Context: an optimization exercise on an open-source flow, tuned for small area. The choices shown serve that exercise and are no tape-out recipe. Function was checked by simulation only, so behaviour that the tests miss may differ from the original. The clock port is modelled as an ideal driver; clocking choices that lean on that would not hold on a real chip. Power is estimated from default activity; no workload was simulated.

==> run B: inputs <==
==> flow/design.v (excerpt) <==
module parking_meter(
    input clk,
    input rst,
    input add1,add2,add3,add4,rst1,rst2,
    output reg a1,a2,a3,a4,
    output reg [6:0] led_seg,
    output [3:0] val1,val2,val3,val4
    );
localparam INIT0 = 3'd0;   
localparam INIT1 = 3'd1;   
localparam A60   = 3'd2;
localparam A120  = 3'd3;
localparam A180  = 3'd4;
localparam A300  = 3'd5;
localparam CD    = 3'd6;   
localparam RSTX  = 3'd7;   
reg [2:0]  state;
reg [13:1] im1;             
reg        valid;
reg [13:0] timer;
reg        captured;
reg        ret;
reg [5:0]  m;               
reg [1:0]  flash;
wire tick2 = (m == 6'd49);
wire tick1 = tick2 & flash[0];
always @(posedge clk) begin
    if (rst) begin
        m <= 0;
        flash <= 2'd1;
    end else begin
        m <= tick2 ? 6'd0 : m + 6'd1;
        if (tick2) flash <= flash + 2'd1;
    end
end
wire [1:0] refresh = {m[1] ^ ~flash[0], m[0]};
wire one  = add1 & ~add2 & ~add3 & ~add4;
wire two  = ~add1 & add2 & ~add3 & ~add4;
wire thr  = ~add1 & ~add2 & add3 & ~add4;
wire four = ~add1 & ~add2 & ~add3 & add4;
wire press = one | two | thr | four;
wire [13:1] coin = one ? 13'd30 : two ? 13'd60 : thr ? 13'd90 : 13'd150;
wire [13:1] isum = im1 + coin;
always @(posedge clk) begin
    if (rst & ~rst1 & ~rst2) begin
        im1 <= 13'h1fff;
        state <= INIT0;
        valid <= 1'b0;
    end else if (~rst & rst1 & ~rst2) begin
        state <= RSTX;
        im1 <= 13'd7;       
        valid <= 1'b1;
    end else if (~rst & ~rst1 & rst2) begin
        state <= RSTX;
        im1 <= 13'd74;      
  ...
==> module parking_meter, before the edit <==
module parking_meter(
    input clk,
    input rst,
    input add1,add2,add3,add4,rst1,rst2,
    output reg a1,a2,a3,a4,
    output reg [6:0] led_seg,
    output [3:0] val1,val2,val3,val4
    );
localparam INIT0 = 3'd0;   
localparam INIT1 = 3'd1;   
localparam A60   = 3'd2;
localparam A120  = 3'd3;
localparam A180  = 3'd4;
localparam A300  = 3'd5;
localparam CD    = 3'd6;   
localparam RSTX  = 3'd7;   
reg [2:0]  state;
reg [13:1] im1;             
reg        valid;
reg [13:0] timer;
reg        captured;
reg        ret;
reg [5:0]  m;               
reg [1:0]  flash;
wire tick2 = (m == 6'd49);
wire tick1 = tick2 & flash[0];
always @(posedge clk) begin
    if (rst) begin
        m <= 0;
        flash <= 2'd1;
    end else begin
        m <= tick2 ? 6'd0 : m + 6'd1;
        if (tick2) flash <= flash + 2'd1;
    end
end
wire [1:0] refresh = {m[1] ^ ~flash[0], m[0]};
wire one  = add1 & ~add2 & ~add3 & ~add4;
wire two  = ~add1 & add2 & ~add3 & ~add4;
wire thr  = ~add1 & ~add2 & add3 & ~add4;
wire four = ~add1 & ~add2 & ~add3 & add4;
wire press = one | two | thr | four;
wire [13:1] coin = one ? 13'd30 : two ? 13'd60 : thr ? 13'd90 : 13'd150;
wire [13:1] isum = im1 + coin;
always @(posedge clk) begin
    if (rst & ~rst1 & ~rst2) begin
        im1 <= 13'h1fff;
        state <= INIT0;
        valid <= 1'b0;
    end else if (~rst & rst1 & ~rst2) begin
        state <= RSTX;
        im1 <= 13'd7;       
        valid <= 1'b1;
    end else if (~rst & ~rst1 & rst2) begin
        state <= RSTX;
        im1 <= 13'd74;      
        valid <= 1'b1;
    end else begin
        case (state)
            INIT0, INIT1: begin
                if (press) begin
                    im1 <= isum;
                    valid <= 1'b1;
                    state <= one ? A60 : two ? A120 : thr ? A180 : A300;
                end else begin
                    state <= INIT1;
                end
            end
            A60:  if (~add1) state <= CD;
            A120: if (~add2) state <= CD;
            A180: if (~add3) state <= CD;
            A300: if (~add4) state <= CD;
            CD: begin
                if (press) begin
                    im1 <= isum;
                    valid <= 1'b1;
                    state <= one ? A60 : two ? A120 : thr ? A180 : A300;
                end else if (captured) begin
                    im1 <= 13'h1fff;
                    valid <= 1'b0;
                end else if (ret) begin
                    im1 <= 13'h1fff;
                    valid <= 1'b0;
                    state <= INIT0;
                end
            end
            RSTX: begin
                if (captured) begin
                    im1 <= 13'h1fff;
                    valid <= 1'b0;
                end else if (ret) begin
                    im1 <= 13'h1fff;
                    valid <= 1'b0;
                    state <= INIT0;
                end
            end
        endcase
    end
end
wire [13:0] d = timer + {im1, 1'b1};
wire tz = (timer == 14'd0);
wire dmax = &d;
wire sat = valid & ~dmax & (d >= 14'd9999);
always @(posedge clk) begin
    if (rst | rst1 | rst2) begin
        timer <= 0;
        captured <= 1'b0;
        ret <= 1'b0;
    end else if (tick1) begin
        captured <= valid;
        ret <= ~valid & tz & (state != INIT1);
        if (state == INIT1) timer <= 0;
        else if (sat) timer <= 14'd9999;
        else if (valid | ~tz) timer <= d;
    end
end
function [3:0] dd3(input [3:0] x);
    case (x)
        4'd5: dd3 = 4'd8;
        4'd6: dd3 = 4'd9;
        4'd7: dd3 = 4'd10;
        4'd8: dd3 = 4'd11;
        4'd9: dd3 = 4'd12;
        4'd10: dd3 = 4'd13;
        4'd11: dd3 = 4'd14;
        4'd12: dd3 = 4'd15;
        4'd13: dd3 = 4'd0;
        4'd14: dd3 = 4'd1;
        4'd15: dd3 = 4'd2;
        default: dd3 = x;
    endcase
endfunction
reg [29:0] t;
integer i;
always @(*) begin
    t = {16'd0, timer};
    for (i = 0; i < 14; i = i + 1) begin
        t[29:26] = dd3(t[29:26]);
        t[25:22] = dd3(t[25:22]);
        t[21:18] = dd3(t[21:18]);
        t[17:14] = dd3(t[17:14]);
        t = t << 1;
    end
end
assign {val4, val3, val2, val1} = t[29:14];
wire blank = tz ? flash[0] : ((timer <= 14'd180) & flash[1]);
reg [3:0] digit;
always @(*) begin
    case (refresh)
        2'd0: digit = val1;
        2'd1: digit = val2;
        2'd2: digit = val3;
        default: digit = val4;
    endcase
    a1 = blank | (refresh != 2'd0);
    a2 = blank | (refresh != 2'd1);
    a3 = blank | (refresh != 2'd2);
    a4 = blank | (refresh != 2'd3);
    case (digit)
        4'd0: led_seg = 7'b0000001;
        4'd1: led_seg = 7'b1001111;
        4'd2: led_seg = 7'b0010010;
        4'd3: led_seg = 7'b0000110;
        4'd4: led_seg = 7'b1001100;
        4'd5: led_seg = 7'b0100100;
        4'd6: led_seg = 7'b0100000;
        4'd7: led_seg = 7'b0001111;
        4'd8: led_seg = 7'b0000000;
        4'd9: led_seg = 7'b0000100;
        default: led_seg = 7'b0000001;
    endcase
end
endmodule
clock: 20.0 ns
lec_check: 0
cap_margin: 20
core_margin: 2
core_utilization: 40
slew_margin: 20
standard.sh (not shown) runs the stock make flow with config.mk's settings and CLKGATE_MAP_FILE= SYNTH_SCRIPT=/design/flow/synth_recipe.tcl, a recipe that flattens the netlist after the stock synthesis.
==> flow/flow/run.sh <==
#!/bin/bash
# Layout flow: the standard ORFS flow, with an area-oriented ABC script in
# synthesis (registers are untouched: only the combinational mapping changes),
# the smallest buffer on the ports, and a clock tree of two buffers put in by
# flow/clock.tcl before CTS (TritonCTS is then given only the port net, which
# it skips).
set -euo pipefail
W=$(pwd)
F=$W/flow
# synthesis script: the standard flow's own, with ORFS synth.tcl's ABC call using flow/abc.script
sed 's|log_cmd abc {\*}$abc_args|log_cmd abc -script $::env(PM_ABC_SCRIPT) {*}[lrange $abc_args 2 end]|' \
    $FLOW_HOME/scripts/synth.tcl > $W/pm_synth_core.tcl
grep -q PM_ABC_SCRIPT $W/pm_synth_core.tcl
sed "s|\$::env(SCRIPTS_DIR)/synth.tcl|$W/pm_synth_core.tcl|" $W/synth_recipe.tcl > $W/pm_synth.tcl
grep -q pm_synth_core $W/pm_synth.tcl
export PM_ABC_SCRIPT=$F/abc.script
MK=(make -C $FLOW_HOME DESIGN_CONFIG=$FLOW_CONFIG WORK_HOME=$W/orfs CLKGATE_MAP_FILE=
    SYNTH_SCRIPT=$W/pm_synth.tcl ADDER_MAP_FILE=
    "BUFFER_PORTS_ARGS=-buffer_cell sky130_fd_sc_hd__buf_1"
    PRE_CTS_TCL=$F/clock.tcl
    "CTS_ARGS=-clk_nets clk -buf_list sky130_fd_sc_hd__clkbuf_16")
"${MK[@]}" synth > $W/synth.log 2>&1
"${MK[@]}" finish > $W/layout.log 2>&1
R=$W/orfs/results/$FLOW_PLATFORM/parking_meter/base
: # left out here: write the final layout as DEF
==> flow/flow/abc.script <==
strash
&get -n
&deepsyn -T 300
&put
&get -n
&dch
&nf -R 1000
&put
topo
Other scripts of this flow, unchanged in this note and not shown: flow/flow/clock.tcl
==> run C: changes against run B <==
==> flow/flow/abc.script (replaced) <==
strash
&get -n
&deepsyn -T 60
&put
&get -n
&dch
&nf -R 1000
&put
topo
==> run A: changes against run B <==
--- a/flow/design.v
+++ b/flow/design.v
@@ -4,6 +4,6 @@
     input rst,
     input add1,add2,add3,add4,rst1,rst2,
-    output reg a1,a2,a3,a4,
-    output reg [6:0] led_seg,
+    output a1,a2,a3,a4,
+    output [6:0] led_seg,
     output [3:0] val1,val2,val3,val4
     );
@@ -115,4 +115,14 @@
     end
 end
+wire [15:0] bcd;
+pm_bcd i_bcd (.bin(timer), .bcd(bcd));
+assign {val4, val3, val2, val1} = bcd;
+pm_disp i_disp (.bcd(bcd), .refresh(refresh), .tz(tz), .le180(timer <= 14'd180), .flash(flash),
+                .a1(a1), .a2(a2), .a3(a3), .a4(a4), .led_seg(led_seg));
+endmodule
+module pm_bcd(
+    input [13:0] bin,
+    output [15:0] bcd
+    );
 function [3:0] dd3(input [3:0] x);
     case (x)
@@ -134,5 +144,5 @@
 integer i;
 always @(*) begin
-    t = {16'd0, timer};
+    t = {16'd0, bin};
     for (i = 0; i < 14; i = i + 1) begin
         t[29:26] = dd3(t[29:26]);
@@ -143,13 +153,23 @@
     end
 end
-assign {val4, val3, val2, val1} = t[29:14];
-wire blank = tz ? flash[0] : ((timer <= 14'd180) & flash[1]);
+assign bcd = t[29:14];
+endmodule
+module pm_disp(
+    input [15:0] bcd,
+    input [1:0] refresh,
+    input tz,
+    input le180,
+    input [1:0] flash,
+    output reg a1,a2,a3,a4,
+    output reg [6:0] led_seg
+    );
+wire blank = tz ? flash[0] : (le180 & flash[1]);
 reg [3:0] digit;
 always @(*) begin
     case (refresh)
-        2'd0: digit = val1;
-        2'd1: digit = val2;
-        2'd2: digit = val3;
-        default: digit = val4;
+        2'd0: digit = bcd[3:0];
+        2'd1: digit = bcd[7:4];
+        2'd2: digit = bcd[11:8];
+        default: digit = bcd[15:12];
     endcase
     a1 = blank | (refresh != 2'd0);
==> flow/flow/run.sh (replaced) <==
#!/bin/bash
# Layout flow: the standard ORFS flow, with area-oriented ABC runs in
# synthesis (flow/abc.script with three seeds, the smallest result kept by
# flow/multi_abc.tcl; registers are untouched: only the combinational mapping
# changes; the register-free modules pm_bcd and pm_disp are mapped on their own
# and flattened afterwards, as the standard flow's synthesis script does),
# the smallest buffer on the ports, and a clock tree of two buffers put in by
# flow/clock.tcl before CTS (TritonCTS is then given only the port net, which
# it skips).
set -euo pipefail
W=$(pwd)
F=$W/flow
# synthesis script: the standard flow's own, with ORFS synth.tcl's ABC call replaced by pm_multi_abc
sed 's|log_cmd abc {\*}$abc_args|pm_multi_abc $abc_args|' \
    $FLOW_HOME/scripts/synth.tcl > $W/pm_synth_core.tcl
grep -q pm_multi_abc $W/pm_synth_core.tcl
sed -i "1i source $F/multi_abc.tcl" $W/pm_synth_core.tcl
sed "s|\$::env(SCRIPTS_DIR)/synth.tcl|$W/pm_synth_core.tcl|" $W/synth_recipe.tcl > $W/pm_synth.tcl
grep -q pm_synth_core $W/pm_synth.tcl
PM_ABC_SCRIPTS=""
for seed in 0 1 2; do
  sed "s/SEED/$seed/" $F/abc.script > $W/abc_$seed.script
  PM_ABC_SCRIPTS="$PM_ABC_SCRIPTS $W/abc_$seed.script"
done
export PM_ABC_SCRIPTS
MK=(make -C $FLOW_HOME DESIGN_CONFIG=$FLOW_CONFIG WORK_HOME=$W/orfs CLKGATE_MAP_FILE=
    SYNTH_SCRIPT=$W/pm_synth.tcl ADDER_MAP_FILE= "SYNTH_KEEP_MODULES=pm_bcd pm_disp"
    "BUFFER_PORTS_ARGS=-buffer_cell sky130_fd_sc_hd__buf_1"
    PRE_CTS_TCL=$F/clock.tcl
    "CTS_ARGS=-clk_nets clk -buf_list sky130_fd_sc_hd__clkbuf_16")
"${MK[@]}" synth > $W/synth.log 2>&1
"${MK[@]}" finish > $W/layout.log 2>&1
R=$W/orfs/results/$FLOW_PLATFORM/parking_meter/base
: # left out here: write the final layout as DEF
==> flow/flow/abc.script (replaced) <==
strash
&get -n
&deepsyn -T 60 -S SEED
&put
&get -n
&dch
&nf -R 1000
&put
topo
==> flow/flow/multi_abc.tcl (new file) <==
# Runs ABC once per script in PM_ABC_SCRIPTS on the same netlist and keeps the
# mapping with the smallest cell area. Only the combinational logic that ABC
# maps differs between the tries; registers and names are untouched.
proc pm_multi_abc { abc_args } {
  set best_area ""
  set best_script ""
  design -save pm_pre
  foreach s $::env(PM_ABC_SCRIPTS) {
    design -load pm_pre
    log_cmd abc -script $s {*}[lrange $abc_args 2 end]
    set st [tee -q -s result.string stat {*}$::lib_args]
    if { ![regexp {Chip area for top module[^:]*: *([0-9.eE+]+)} $st -> area] &&
         ![regexp {Chip area for module[^:]*: *([0-9.eE+]+)} $st -> area] } {
      error "pm_multi_abc: no area in stat output"
    }
    puts "pm_multi_abc: $s area $area"
    if { $best_area eq "" || $area < $best_area } {
      set best_area $area
      set best_script $s
      design -save pm_best
    }
  }
  design -load pm_best
  puts "pm_multi_abc: kept $best_script area $best_area"
}
==> notes <==
Against run B, the register-to-register slack of run C is higher by 30 ps.
Critical path depth: run A > run B > run C.
Hold slack, highest first: run C, run B, run A.
Of run A and run C, run C has the higher worst setup slack (gap 2000 ps).
The highest sequential share of layout area belongs to run A, the lowest to run C.
Against run B, the synthesized cell count of run C is higher by about 5.4%.
Die area: run C > run B > run A.
Clock skew: run A is higher than run B (2.0 ps).
The highest routed wire length belongs to run C, the lowest to run A.
==> figures <==
quantity                                                              run B           run A           run C
Status                                                       finished clean  finished clean  finished clean
Internal cell power                                                  168 µW          140 µW          170 µW
TAP cells                                                               105             105             108
Via count of the first global-routing pass                             3344            3018            3466
IR Drop Worst-Case VDD                                          0.0000798 V     0.0000524 V     0.0000699 V
Leakage Power                                                    0.00134 µW      0.00152 µW      0.00137 µW
Multi-input gate area in the final layout                          2550 µm²        2520 µm²        2670 µm²
Average cell area after synthesis                                  6.87 µm²        6.95 µm²        6.74 µm²
Chip Width                                                          96.8 µm         96.3 µm         98.4 µm
Global routing met2 resource utilization                              32.3%           32.7%           33.8%
Cell count after placement                                              640             631             670
Number of iterations in the first detailed-routing pass                   5               4               4
Post-synthesis adder-cell area fraction                               1.45%           1.76%           1.12%
XOR/XNOR Fraction of Synth Area                                       12.5%           14.6%           10.6%
Cells on worst reg2reg path                                              20              19              20
Half-perimeter wire length of the detailed placement result         6.84 mm         6.52 mm         7.24 mm
Sequential fraction of design power                                   43.8%           50.0%           43.4%
Synthesized netlist net count                                           510             499             537
Compound-Gate Fraction of Synth Area                                  26.4%           28.2%           27.2%

[port drivers added, routing unchanged]
No port has a modelled driver above. Below, the same layouts with a new extraction and two added sets of constraints.
Step 1 sets driving cells, clkbuf_16 on the clock port and buf_2 on the other inputs (assumed; they add their load-dependent delay and slew).
Step 2 moves the port delays by t, midway between the first and last clock arrival at a register: inputs arrive t later, outputs are due t later. That takes back most of the time a late clock gives input paths.
Three values: no drivers, after step 1, after step 2; two values: the first two.
| run | t (ns) | setup WS [ns] | worst setup path at the end |
|---|---|---|---|
| run B | 0.363 | 7.348 / 7.322 / 7.685 | register to output |
| run C | 0.364 | 8.353 / 8.327 / 8.691 | register to output |
| run A | 0.352 | 6.370 / 6.344 / 6.696 | register to output |
After both steps every run listed still meets setup and hold.
